Background: an optimization exercise with open tools, aiming at small area. Do not read the settings as production practice. The RTL was checked by simulation tests, not by an equivalence proof against the original design. Power figures rest on the tool's default switching activity, not on a simulated workload.

==> inputs of tundra <==
==> flow/design.v <==
module dig_u (d, next, is9, is3);
	input [3:0] d;
	output [3:0] next;
	output is9, is3;	 
	assign next = {d[2:0], (d[0] & ~d[1]) | (~d[0] & ~d[3]) | (d[0] & d[3])};
	assign is9 = d[0] & d[1] & d[3];
	assign is3 = ~d[2];
endmodule
module seg_u (d, seg);
	input [3:0] d;
	output [6:0] seg;
	assign seg[0] = (d[1] & d[2] & d[3]) | (~d[0] & ~d[1] & ~d[3]);
	assign seg[1] = d[0] & ~d[2] & ~d[3];
	assign seg[2] = ~d[0] & ~d[1] & d[2];
	assign seg[3] = (d[1] & d[3]) | (~d[0] & ~d[3]);
	assign seg[4] = (~d[1] & ~d[2]) | (~d[0] & d[1]) | (d[1] & d[3]);
	assign seg[5] = (~d[0] & d[2]) | (~d[0] & d[3]);
	assign seg[6] = d[1] & d[2];
endmodule
module seg_t (d, seg);
	input [2:0] d;
	output [6:0] seg;
	assign seg[0] = d[1] ^ d[2];
	assign seg[1] = ~d[0] & ~d[2];
	assign seg[2] = d[0] & d[2];
	assign seg[3] = d[1] ^ d[2];
	assign seg[4] = ~d[0] | (d[1] & ~d[2]);
	assign seg[5] = d[1];
	assign seg[6] = d[0] & ~d[2];
endmodule
module seg_h (d, seg);
	input [1:0] d;
	output [6:0] seg;
	assign seg = {~d[1], d[1] | d[0], d[0], d[0], d[1], 1'b0, d[0]};
endmodule
module display_time (sel, hour2, hour1, minute2, minute1,
		chour2, chour1, cminute2, cminute1, csecond2, csecond1,
		HEX5, HEX4, HEX3, HEX2, HEX1, HEX0);
	input sel;
	input [1:0] hour2, chour2;
	input [3:0] hour1, chour1, minute1, cminute1, csecond1;
	input [2:0] minute2, cminute2, csecond2;
	output [6:0] HEX5, HEX4, HEX3, HEX2, HEX1, HEX0;
	seg_h h5 (sel ? chour2 : hour2, HEX5);
	seg_u h4 (sel ? chour1 : hour1, HEX4);
	seg_t h3 (sel ? cminute2 : minute2, HEX3);
	seg_u h2 (sel ? cminute1 : minute1, HEX2);
	seg_t h1 (sel ? csecond2 : 3'b001, HEX1);	 
	seg_u h0 (sel ? csecond1 : 4'b0111, HEX0);	 
endmodule
module LCD_display_string(index, out, state_code);
	input [4:0] index;
	input [2:0] state_code;
	output reg [7:0] out;
	always @*
		case (index)
		5'h00: out = (state_code == 3'd4) ? 8'h44 : 8'h53;	 
		5'h01: case (state_code)
			3'd0: out = 8'h74;	 
			3'd4: out = 8'h6F;	 
			default: out = 8'h65;	 
			endcase
		5'h02: case (state_code)
			3'd0: out = 8'h61;	 
			3'd4: out = 8'h6E;	 
			default: out = 8'h74;	 
			endcase
		5'h03: case (state_code)
			3'd0: out = 8'h72;	 
			3'd4: out = 8'h65;	 
			default: out = 8'h20;
			endcase
		5'h04: case (state_code)
			3'd0: out = 8'h74;	 
			3'd1: out = 8'h43;	 
			3'd3: out = 8'h4D;	 
			3'd7: out = 8'h54;	 
			3'd6: out = 8'h53;	 
			default: out = 8'h20;
			endcase
		5'h05: case (state_code)
			3'd1: out = 8'h6C;	 
			3'd3: out = 8'h65;	 
			3'd7, 3'd6: out = 8'h69;	 
			default: out = 8'h20;
			endcase
		5'h06: case (state_code)
			3'd1: out = 8'h6F;	 
			3'd3: out = 8'h61;	 
			3'd7: out = 8'h6D;	 
			3'd6: out = 8'h7A;	 
			default: out = 8'h20;
			endcase
		5'h07: case (state_code)
			3'd1: out = 8'h63;	 
			3'd3: out = 8'h6C;	 
			3'd7, 3'd6: out = 8'h65;	 
			default: out = 8'h20;
			endcase
		5'h08: out = (state_code == 3'd1) ? 8'h6B : 8'h20;	 
		5'h10: out = 8'h50;	 
		5'h11: out = 8'h72;	 
		5'h12: out = 8'h65;	 
		5'h13: out = 8'h73;	 
		5'h14: out = 8'h73;	 
		5'h16: out = 8'h4F;	 
		5'h17: out = 8'h6B;	 
		default: out = 8'h20;
		endcase
endmodule
module LCD_Display (clk, rst_n, state_code, LCD_RS, LCD_E, LCD_RW, DATA_BUS);
	input clk, rst_n;
	input [2:0] state_code;
	output LCD_RS, LCD_E, LCD_RW;
	output [7:0] DATA_BUS;
	reg [5:0] lfsr;
	reg half;
	wire tap = ~|lfsr[5:1];	 
	wire step = tap & ~half;
	always @(posedge clk)
		if (~rst_n) begin
			lfsr <= 6'b000010;
			half <= 1'b0;
		end else begin
			lfsr <= {lfsr[4:0], lfsr[5] ^ lfsr[4]};
			if (tap) half <= ~half;
		end
	reg [5:0] pos;
	reg e_hi, hold;
	reg [2:0] cap;	 
	reg [5:0] next_pos;
	always @*
		if (~pos[5])
			next_pos = (pos[3:0] == 4'hf) ? {1'b1, pos[4:0]} : pos + 1'b1;
		else if (pos[3:0] == 4'hf)
			next_pos = {1'b0, pos[4:0] + 1'b1};
		else if (pos[3])
			next_pos = 6'd0;
		else
			next_pos = pos + 1'b1;
	always @(posedge clk)
		if (step & ~e_hi & ~hold) cap <= state_code;
	always @(posedge clk)
		if (~rst_n) begin
			pos <= 6'b100000;
			e_hi <= 1'b0;
			hold <= 1'b0;
		end else if (step) begin
			if (e_hi) begin
				e_hi <= 1'b0;
				hold <= 1'b1;
			end else if (hold)
				hold <= 1'b0;
			else begin
				e_hi <= 1'b1;
				pos <= next_pos;
			end
		end
	wire [7:0] ch;
	LCD_display_string u1 (.index(pos[4:0]), .out(ch), .state_code(cap));
	wire [4:0] x = pos[4:0];
	wire lo = ~x[3];		 
	wire c38 = lo & (x[2] ? ~x[1] & ~x[0] : x[1] | x[0]);	 
	wire [7:0] cmd;
	assign cmd[7] = x[3] & x[2];			 
	assign cmd[6] = x[3] & x[2] & ~x[4];		 
	assign cmd[5] = c38;
	assign cmd[4] = c38;
	assign cmd[3] = lo & (x[2:0] != 3'd0) & (x[2:0] != 3'd6);	 
	assign cmd[2] = (lo & (&x[2:0])) | (x[3] & ~x[2]);	 
	assign cmd[1] = x[3] & ~x[2];			 
	assign cmd[0] = lo & x[2] & x[1] & ~x[0];	 
	assign DATA_BUS = pos[5] ? cmd : ch;
	assign LCD_RS = ~pos[5];
	assign LCD_E = e_hi;
	assign LCD_RW = 1'b0;
endmodule
module set_time (clk, rst_n, inc_min, inc_hour, hour2, hour1, minute2, minute1);
	input clk, rst_n, inc_min, inc_hour;
	output reg [1:0] hour2;
	output reg [3:0] hour1;
	output reg [2:0] minute2;
	output reg [3:0] minute1;
	wire [3:0] m1_next, h1_next;
	wire m1_9, h1_9, h1_3, m1_3_unused, h1_unused;
	dig_u um (minute1, m1_next, m1_9, m1_3_unused);
	dig_u uh (hour1, h1_next, h1_9, h1_3);
	wire h_23 = hour2[1] & h1_3;
	always @(posedge clk)
		if (~rst_n) begin
			hour2 <= 2'b00; hour1 <= 4'b0111; minute2 <= 3'b001; minute1 <= 4'b0111;
		end else begin
			if (inc_min) begin
				minute1 <= m1_next;
				if (m1_9) minute2 <= {minute2[1:0], ~minute2[2]};
			end
			if (inc_hour) begin
				if (h_23) begin
					hour2 <= 2'b00; hour1 <= 4'b0111;
				end else begin
					hour1 <= h1_next;
					if (h1_9) hour2 <= {hour2[0], ~hour2[1] & ~hour2[0]};
				end
			end
		end
endmodule
module run_clock (clk, rst_n, nLoad, tick, hour2, hour1, minute2, minute1,
		chour2, chour1, cminute2, cminute1, csecond2, csecond1);
	input clk, rst_n, nLoad, tick;
	input [1:0] hour2;
	input [3:0] hour1;
	input [2:0] minute2;
	input [3:0] minute1;
	output reg [1:0] chour2;
	output reg [3:0] chour1;
	output reg [2:0] cminute2, csecond2;
	output reg [3:0] cminute1, csecond1;
	wire [3:0] s1_next, m1_next, h1_next;
	wire s1_9, m1_9, h1_9, h1_3, u0, u1;
	dig_u us (csecond1, s1_next, s1_9, u0);
	dig_u um (cminute1, m1_next, m1_9, u1);
	dig_u uh (chour1, h1_next, h1_9, h1_3);
	wire s2_5 = ~csecond2[0] & ~csecond2[2];
	wire m2_5 = ~cminute2[0] & ~cminute2[2];
	wire h_23 = chour2[1] & h1_3;
	wire c_s2 = s1_9;
	wire c_m1 = c_s2 & s2_5;
	wire c_m2 = c_m1 & m1_9;
	wire c_h1 = c_m2 & m2_5;
	always @(posedge clk)
		if (~rst_n) begin
			chour2 <= 2'b00; chour1 <= 4'b0111; cminute2 <= 3'b001; cminute1 <= 4'b0111;
			csecond2 <= 3'b001; csecond1 <= 4'b0111;
		end else if (~nLoad) begin
			chour2 <= hour2; chour1 <= hour1; cminute2 <= minute2; cminute1 <= minute1;
			csecond2 <= 3'b001; csecond1 <= 4'b0111;
		end else if (tick) begin
			csecond1 <= s1_next;
			if (c_s2) csecond2 <= {csecond2[1:0], ~csecond2[2]};
			if (c_m1) cminute1 <= m1_next;
			if (c_m2) cminute2 <= {cminute2[1:0], ~cminute2[2]};
			if (c_h1) begin
				if (h_23) begin
					chour2 <= 2'b00; chour1 <= 4'b0111;
				end else begin
					chour1 <= h1_next;
					if (h1_9) chour2 <= {chour2[0], ~chour2[1] & ~chour2[0]};
				end
			end
		end
endmodule
module executer (clk, rst_n, nLoad, long_wait, shour2, shour1, sminute2, sminute1,
		chour2, chour1, cminute2, cminute1, csecond2, csecond1, ME, MT1, MT2);
	input clk, rst_n, nLoad, long_wait;
	input [1:0] shour2, chour2;
	input [3:0] shour1, chour1;
	input [2:0] sminute2, cminute2, csecond2;
	input [3:0] sminute1, cminute1, csecond1;
	output ME;
	output reg MT1, MT2;
	localparam [17:0] P = 18'd2333;
	localparam [17:0] CLOSE_S = 18'd102333, CLOSE_L = 18'd252333;
	localparam [17:0] END_S = 18'd105366, END_L = 18'd255366;
	reg [1:0] thour2;	 
	reg [3:0] thour1, tminute1;
	reg [2:0] tminute2;
	reg [17:0] count;
	reg active;
	wire match = (thour2 == chour2) & (thour1 == chour1) & (tminute2 == cminute2) &
		(tminute1 == cminute1) & (csecond2 == 3'b001) & (csecond1 == 4'b0111);
	wire open_ph = count < P;
	wire before_close = long_wait ? (count < CLOSE_L) : (count < CLOSE_S);
	wire done = long_wait ? ((count & END_L) == END_L) : (count >= END_S);
	wire run = active & nLoad;
	assign ME = MT1 | MT2;
	always @(posedge clk)
		if (~nLoad) begin
			thour1 <= shour1; tminute2 <= sminute2; tminute1 <= sminute1;
		end
	always @(posedge clk) begin
		if (~rst_n | (run & done)) count <= 0;
		else count <= count + run;
		if (~rst_n) begin
			thour2 <= 2'd3;
			active <= 0; MT1 <= 0; MT2 <= 0;
		end else if (~nLoad) begin
			thour2 <= shour2;
		end else begin
			active <= active ? ~done : match;
			if (active) begin
				MT1 <= open_ph;
				MT2 <= ~before_close & ~done;
			end
		end
	end
endmodule
module pet_feeder (
	input clk,
	input rst_n,
	input tick,
	input [3:0] KEY,
	input [3:0] SW,
	output [4:0] LED_STATE,
	output ME, MT1, MT2,
	output [6:0] HEX5,HEX4,HEX3,HEX2,HEX1,HEX0,
	output LCD_RW,
	output LCD_EN,
	output LCD_RS,
	output [7:0] LCD_DATA
	);
	reg [1:0] KEY_Q;
	always @(posedge clk)
		if (~rst_n) KEY_Q <= 2'b11;
		else KEY_Q <= KEY[1:0];
	wire next_step = KEY[0] & ~KEY_Q[0];
	wire add = KEY[1] & ~KEY_Q[1];
	reg [2:0] J;
	always @(posedge clk)
		if (~rst_n) J <= 3'b000;
		else if (next_step) J <= {J[1:0], ~J[2]};
	wire [4:0] STATE = {J[2] & ~J[1], J[1] & ~J[0], J[2] & J[0], J[1] & ~J[2], J[0] & ~J[1]};
	assign LED_STATE = STATE;
	wire en_clk = J[0] & (J[2] | ~J[1]);	 
	wire en_meal = STATE[1];
	wire inc_m = add & SW[1] & ~SW[2];
	wire inc_h = add & SW[2] & ~SW[1];
	wire [1:0] h2; wire [3:0] h1; wire [2:0] m2; wire [3:0] m1;
	wire [1:0] mh2; wire [3:0] mh1; wire [2:0] mm2; wire [3:0] mm1;
	wire [1:0] ch2; wire [3:0] ch1; wire [2:0] cm2; wire [3:0] cm1; wire [2:0] cs2; wire [3:0] cs1;
	set_time s0 (clk, rst_n, inc_m & en_clk, inc_h & en_clk, h2, h1, m2, m1);
	set_time s1 (clk, rst_n, inc_m & en_meal, inc_h & en_meal, mh2, mh1, mm2, mm1);
	run_clock rclk0 (clk, rst_n, KEY[2], tick, h2, h1, m2, m1, ch2, ch1, cm2, cm1, cs2, cs1);
	executer e0 (clk, rst_n, KEY[3], SW[3], mh2, mh1, mm2, mm1,
		ch2, ch1, cm2, cm1, cs2, cs1, ME, MT1, MT2);
	display_time d0 (SW[0], h2, h1, m2, m1, ch2, ch1, cm2, cm1, cs2, cs1,
		HEX5, HEX4, HEX3, HEX2, HEX1, HEX0);
	LCD_Display u1 (.clk(clk), .rst_n(rst_n), .state_code(J),
		.DATA_BUS(LCD_DATA), .LCD_RW(LCD_RW), .LCD_E(LCD_EN), .LCD_RS(LCD_RS));
endmodule
==> flow/flow/run.sh <==
#!/bin/bash
# Own layout flow: the standard ORFS flow (standard.sh), with
#  - an area-oriented ABC script for technology mapping, and no adder cell extraction,
#  - the smallest buffer cell for the port buffers,
#  - CTS without dummy loads.
set -euo pipefail
W=$(pwd)
rm -rf "$W/scripts_area"
cp -r "$FLOW_HOME/scripts" "$W/scripts_area"
cp "$W/flow/abc_area.script" "$W/scripts_area/abc_area.script"
bash "$W/standard.sh" SCRIPTS_DIR="$W/scripts_area" ABC_AREA=1 ADDER_MAP_FILE= \
  "BUFFER_PORTS_ARGS=-buffer_cell sky130_fd_sc_hd__buf_1" \
  "CTS_ARGS=-sink_clustering_enable -repair_clock_nets -dont_use_dummy_load -buf_list sky130_fd_sc_hd__clkbuf_8" \
  finish > "$W/flow_make.log" 2>&1
==> flow/flow/abc_area.script <==
strash
ifraig
dc2
strash
&get -n
&deepsyn -T 20
&put
dch -f
amap
strash
&get -n
&deepsyn -T 20
&put
dch -f
amap
topo
==> flow/standard.sh <==
#!/bin/bash
# synth_recipe.tcl (not shown) runs the flow's synth.tcl, then flattens the netlist and writes it again
# the make line also repeats each setting of config.mk as NAME=value (left out here)
make -C /OpenROAD-flow-scripts/flow DESIGN_CONFIG=/design/flow/config.mk WORK_HOME=/design/flow/orfs CLKGATE_MAP_FILE= SYNTH_SCRIPT=/design/flow/synth_recipe.tcl "${@:-finish}"
==> flow/config.mk <==
export PLATFORM = sky130hd
export DESIGN_NAME = pet_feeder
export DESIGN_NICKNAME = pet_feeder
export VERILOG_FILES = /design/flow/design.v
export SDC_FILE = /design/flow/constraint.sdc
export NUM_CORES = 4
export LEC_CHECK = 0
export ABC_AREA = 1
export CAP_MARGIN = 20
export CORE_MARGIN = 2
export CORE_UTILIZATION = 40
export SLEW_MARGIN = 20
==> flow/constraint.sdc <==
create_clock -name core_clock -period 10.0 [get_ports {clk}]
set_input_delay 2.0000 -clock core_clock [delete_from_list [all_inputs] [get_ports {clk}]]
set_output_delay 2.0000 -clock core_clock [all_outputs]
set_load 0.01 [all_outputs]
==> inputs of pepper, as changes to tundra <==
--- a/flow/design.v
+++ b/flow/design.v
@@ -56,6 +56,9 @@
 		case (index)
-		5'h00: out = (state_code == 3'd4) ? 8'h44 : 8'h53;	 
+		5'h00: case (state_code)
+			3'd2, 3'd4, 3'd6: out = 8'h44;	 
+			default: out = 8'h53;	 
+			endcase
 		5'h01: case (state_code)
+			3'd2, 3'd4, 3'd6: out = 8'h6F;	 
 			3'd0: out = 8'h74;	 
-			3'd4: out = 8'h6F;	 
 			default: out = 8'h65;	 
@@ -64,3 +67,3 @@
 			3'd0: out = 8'h61;	 
-			3'd4: out = 8'h6E;	 
+			3'd2, 3'd4, 3'd6: out = 8'h6E;	 
 			default: out = 8'h74;	 
@@ -68,34 +71,37 @@
 		5'h03: case (state_code)
+			3'd2, 3'd4, 3'd6: out = 8'h65;	 
 			3'd0: out = 8'h72;	 
-			3'd4: out = 8'h65;	 
-			default: out = 8'h20;
+			default: out = 8'h20;	 
 			endcase
 		5'h04: case (state_code)
+			3'd3: out = 8'h43;	 
+			3'd7: out = 8'h4D;	 
+			3'd5: out = 8'h53;	 
+			3'd1: out = 8'h54;	 
 			3'd0: out = 8'h74;	 
-			3'd1: out = 8'h43;	 
-			3'd3: out = 8'h4D;	 
-			3'd7: out = 8'h54;	 
-			3'd6: out = 8'h53;	 
-			default: out = 8'h20;
+			default: out = 8'h20;	 
 			endcase
 		5'h05: case (state_code)
-			3'd1: out = 8'h6C;	 
-			3'd3: out = 8'h65;	 
-			3'd7, 3'd6: out = 8'h69;	 
-			default: out = 8'h20;
+			3'd7: out = 8'h65;	 
+			3'd1, 3'd5: out = 8'h69;	 
+			3'd3: out = 8'h6C;	 
+			default: out = 8'h20;	 
 			endcase
 		5'h06: case (state_code)
-			3'd1: out = 8'h6F;	 
-			3'd3: out = 8'h61;	 
-			3'd7: out = 8'h6D;	 
-			3'd6: out = 8'h7A;	 
-			default: out = 8'h20;
+			3'd7: out = 8'h61;	 
+			3'd1: out = 8'h6D;	 
+			3'd3: out = 8'h6F;	 
+			3'd5: out = 8'h7A;	 
+			default: out = 8'h20;	 
 			endcase
 		5'h07: case (state_code)
-			3'd1: out = 8'h63;	 
-			3'd3: out = 8'h6C;	 
-			3'd7, 3'd6: out = 8'h65;	 
-			default: out = 8'h20;
+			3'd3: out = 8'h63;	 
+			3'd1, 3'd5: out = 8'h65;	 
+			3'd7: out = 8'h6C;	 
+			default: out = 8'h20;	 
+			endcase
+		5'h08: case (state_code)
+			3'd3: out = 8'h6B;	 
+			default: out = 8'h20;	 
 			endcase
-		5'h08: out = (state_code == 3'd1) ? 8'h6B : 8'h20;	 
 		5'h10: out = 8'h50;	 
@@ -129,2 +135,4 @@
 	reg e_hi, hold;
+	wire [2:0] text = {(state_code[1] & ~state_code[2]) | (state_code[2] & ~state_code[0]),
+		state_code[0] & ~state_code[2], state_code[0] | state_code[1]};
 	reg [2:0] cap;	 
@@ -141,3 +149,3 @@
 	always @(posedge clk)
-		if (step & ~e_hi & ~hold) cap <= state_code;
+		if (step & ~e_hi & ~hold) cap <= text;
 	always @(posedge clk)
@@ -260,5 +268,6 @@
 	output reg MT1, MT2;
-	localparam [17:0] P = 18'd2333;
-	localparam [17:0] CLOSE_S = 18'd102333, CLOSE_L = 18'd252333;
-	localparam [17:0] END_S = 18'd105366, END_L = 18'd255366;
+	localparam [17:0] S = 18'd67;
+	localparam [17:0] P = S + 18'd2333;
+	localparam [17:0] CLOSE_S = S + 18'd102333, CLOSE_L = S + 18'd252333;
+	localparam [17:0] END_S = S + 18'd105366, END_L = S + 18'd255366;
 	reg [1:0] thour2;	 
@@ -269,3 +278,4 @@
 	wire match = (thour2 == chour2) & (thour1 == chour1) & (tminute2 == cminute2) &
-		(tminute1 == cminute1) & (csecond2 == 3'b001) & (csecond1 == 4'b0111);
+		(tminute1 == cminute1) & 
+		csecond2[0] & ~csecond2[1] & ~csecond1[3] & csecond1[2] & csecond1[0];
 	wire open_ph = count < P;
@@ -280,3 +290,3 @@
 	always @(posedge clk) begin
-		if (~rst_n | (run & done)) count <= 0;
+		if (~rst_n | (run & done)) count <= S;
 		else count <= count + run;
==> flow/flow/run.sh (replaced) <==
#!/bin/bash
# Own layout flow: the standard ORFS flow (standard.sh), with
#  - synthesis run with several area-oriented ABC scripts (no adder cell
#    extraction); the one with the smallest cell area is kept,
#  - the smallest buffer cell for the port buffers,
#  - CTS without dummy loads, with clkbuf_8 buffers.
# Each tool's output goes to its own log in this folder (and ORFS's own logs).
set -euo pipefail
W=$(pwd)
P=${FLOW_PLATFORM:-sky130hd}
CANDS="abc_a abc_b abc_c abc_d abc_e abc_f abc_g abc_h abc_k"
run_synth() {
  c=$1
  rm -rf "$W/scripts_$c" "$W/orfs_$c"
  cp -r "$FLOW_HOME/scripts" "$W/scripts_$c"
  cp "$W/flow/$c.script" "$W/scripts_$c/abc_area.script"
  sed "s#$W/orfs#$W/orfs_$c#g" "$W/standard.sh" > "$W/standard_$c.sh"
  bash "$W/standard_$c.sh" SCRIPTS_DIR="$W/scripts_$c" ABC_AREA=1 ADDER_MAP_FILE= synth \
    > "$W/synth_$c.log" 2>&1 || true
}
# four (then five) at a time; abc_k (no deepsyn) is a fallback
for wave in "abc_a abc_b abc_c abc_d" "abc_e abc_f abc_g abc_h abc_k"; do
  pids=""
  for c in $wave; do
    run_synth $c &
    pids="$pids $!"
  done
  for p in $pids; do wait $p || true; done
done
best=""
barea=""
: > "$W/synth_choice.log"
for c in $CANDS; do
  [ -f "$W/orfs_$c/results/$P/pet_feeder/base/1_synth.odb" ] || continue
  a=$(grep "Chip area for module" "$W/orfs_$c/reports/$P/pet_feeder/base/synth_stat.txt" | awk '{print $NF}')
  echo "$c $a" >> "$W/synth_choice.log"
  if [ -z "$best" ] || awk "BEGIN{exit !($a < $barea)}"; then best=$c; barea=$a; fi
done
echo "chosen $best $barea" >> "$W/synth_choice.log"
rm -rf "$W/orfs"
cp -a "$W/orfs_$best" "$W/orfs"
bash "$W/standard.sh" SCRIPTS_DIR="$W/scripts_$best" ABC_AREA=1 ADDER_MAP_FILE= \
  "BUFFER_PORTS_ARGS=-buffer_cell sky130_fd_sc_hd__buf_1" \
  "CTS_ARGS=-sink_clustering_enable -repair_clock_nets -dont_use_dummy_load -buf_list sky130_fd_sc_hd__clkbuf_8" \
  finish > "$W/flow_make.log" 2>&1
==> flow/flow/abc_a.script (new file) <==
strash
ifraig
dc2
strash
&get -n
&deepsyn -T 20
&put
dch -f
amap
strash
&get -n
&deepsyn -T 20
&put
dch -f
amap
topo
==> flow/flow/abc_b.script (new file) <==
strash
ifraig
dc2
strash
&get -n
&deepsyn -T 40
&put
dch -f
amap
strash
dch -f
amap
topo
==> flow/flow/abc_c.script (new file) <==
strash
ifraig
dc2
strash
&get -n
&deepsyn -T 20 -S 2
&put
dch -f
amap
strash
&get -n
&deepsyn -T 20 -S 2
&put
dch -f
amap
topo
==> flow/flow/abc_d.script (new file) <==
strash
ifraig
dc2
strash
&get -n
&deepsyn -T 20
&put
dch -f
amap
strash
&get -n
&deepsyn -T 20
&put
dch -f
amap
strash
&get -n
&deepsyn -T 20
&put
dch -f
amap
strash
&get -n
&deepsyn -T 20
&put
dch -f
amap
topo
==> flow/flow/abc_e.script (new file) <==
strash
ifraig
dc2
strash
&get -n
&deepsyn -T 20 -S 3
&put
dch -f
amap
strash
&get -n
&deepsyn -T 20 -S 3
&put
dch -f
amap
topo
==> flow/flow/abc_f.script (new file) <==
strash
ifraig
dc2
strash
&get -n
&deepsyn -T 20 -S 5
&put
dch -f
amap
strash
&get -n
&deepsyn -T 20 -S 5
&put
dch -f
amap
topo
==> flow/flow/abc_g.script (new file) <==
strash
ifraig
dc2
strash
&get -n
&deepsyn -T 40 -S 1
&put
dch -f
amap
strash
dch -f
amap
topo
==> flow/flow/abc_h.script (new file) <==
strash
ifraig
dc2
strash
&get -n
&deepsyn -T 20 -S 2
&put
dch -f
amap
strash
&get -n
&deepsyn -T 20 -S 2
&put
dch -f
amap
strash
&get -n
&deepsyn -T 20 -S 2
&put
dch -f
amap
strash
&get -n
&deepsyn -T 20 -S 2
&put
dch -f
amap
topo
==> flow/flow/abc_k.script (new file) <==
strash
ifraig
dc2
strash
dch -f
amap
strash
dc2
dch -f
amap
strash
dc2
dch -f
amap
topo
removed: flow/flow/abc_area.script
==> inputs of zinc, as changes to tundra <==
--- a/flow/design.v
+++ b/flow/design.v
@@ -260,5 +260,6 @@
 	output reg MT1, MT2;
-	localparam [17:0] P = 18'd2333;
-	localparam [17:0] CLOSE_S = 18'd102333, CLOSE_L = 18'd252333;
-	localparam [17:0] END_S = 18'd105366, END_L = 18'd255366;
+	localparam [17:0] S = 18'd67;
+	localparam [17:0] P = S + 18'd2333;
+	localparam [17:0] CLOSE_S = S + 18'd102333, CLOSE_L = S + 18'd252333;
+	localparam [17:0] END_S = S + 18'd105366, END_L = S + 18'd255366;
 	reg [1:0] thour2;	 
@@ -269,3 +270,4 @@
 	wire match = (thour2 == chour2) & (thour1 == chour1) & (tminute2 == cminute2) &
-		(tminute1 == cminute1) & (csecond2 == 3'b001) & (csecond1 == 4'b0111);
+		(tminute1 == cminute1) & 
+		csecond2[0] & ~csecond2[1] & ~csecond1[3] & csecond1[2] & csecond1[0];
 	wire open_ph = count < P;
@@ -280,3 +282,3 @@
 	always @(posedge clk) begin
-		if (~rst_n | (run & done)) count <= 0;
+		if (~rst_n | (run & done)) count <= S;
 		else count <= count + run;
==> summary.txt <==
item                                                                   zinc      tundra      pepper
Clock group total power                                            0.207 mW    0.204 mW    0.203 mW
Compound-gate portion of the synthesized area                         0.229       0.245       0.223
Top-area cell type share of the netlist area                          0.364       0.363       0.372
Via count                                                              4715        4738        4615
Number of instances in the placed design                                850         853         831
Number of vias per cell after detailed routing                         5.49        5.50        5.49
Post-detailed-routing wire length                                   12.1 mm     12.1 mm     11.4 mm
Outcome                                            timing/DRC/antenna clean  timing/DRC/antenna clean  timing/DRC/antenna clean
GR Util met1                                                          0.252       0.250       0.244
Net load switching power                                           0.175 mW    0.171 mW    0.167 mW
Min setup slack post-route                                          4030 ps     3570 ps     3440 ps
Final setup skew                                                    32.7 ps     22.4 ps     44.3 ps
Fraction of area in registers                                         0.406       0.405       0.414
Met3 Resource Use GR                                                 0.0471      0.0348      0.0324
Post-placement cell area                                         5300 sq um  5310 sq um  5200 sq um
Non-clock buffer area fraction after layout                          0.0505      0.0490      0.0515
Number of DRC violations after detailed-routing iteration 0             231         320         319
Worst path bufs/invs                                                      5           5           4
Least-Margin Pin Slew                                                860 ps      786 ps      833 ps
Fill cell total of the finished layout                                 1209        1259        1136
Number of different library cells in the post-synthesis netlist          44          39          41

-- separate check: timing with driven ports --
In the flow no input, the clock included, has a driving cell. The finished layouts below were timed again as built, in two steps.
Step 1, drivers: a clkbuf_16 drives clk and a buf_2 each remaining input, both assumed.
Step 2, shift: input delay + t, output delay - t, t = (earliest + latest rising clock arrival at the registers) / 2. This alone moves slack from input paths to output paths.
Slacks: ideal / step 1 / step 2; pairs: ideal / step 1.
run	shift t [ns]	setup WS [ns]	clock arrival spread, ns	slew at the worst register clock pin (ns)
tundra	0.379	3.568 / 3.543 / 3.543	0.029 / 0.029	0.10 / 0.10
pepper	0.374	3.440 / 3.410 / 3.410	0.045 / 0.044	0.11 / 0.11
zinc	0.390	4.025 / 4.000 / 4.000	0.033 / 0.033	0.10 / 0.10
After both steps every run listed still meets setup and hold. The setup slack of pepper, which loses most, moves by -0.030 ns with the drivers and by -0.030 ns with both steps.
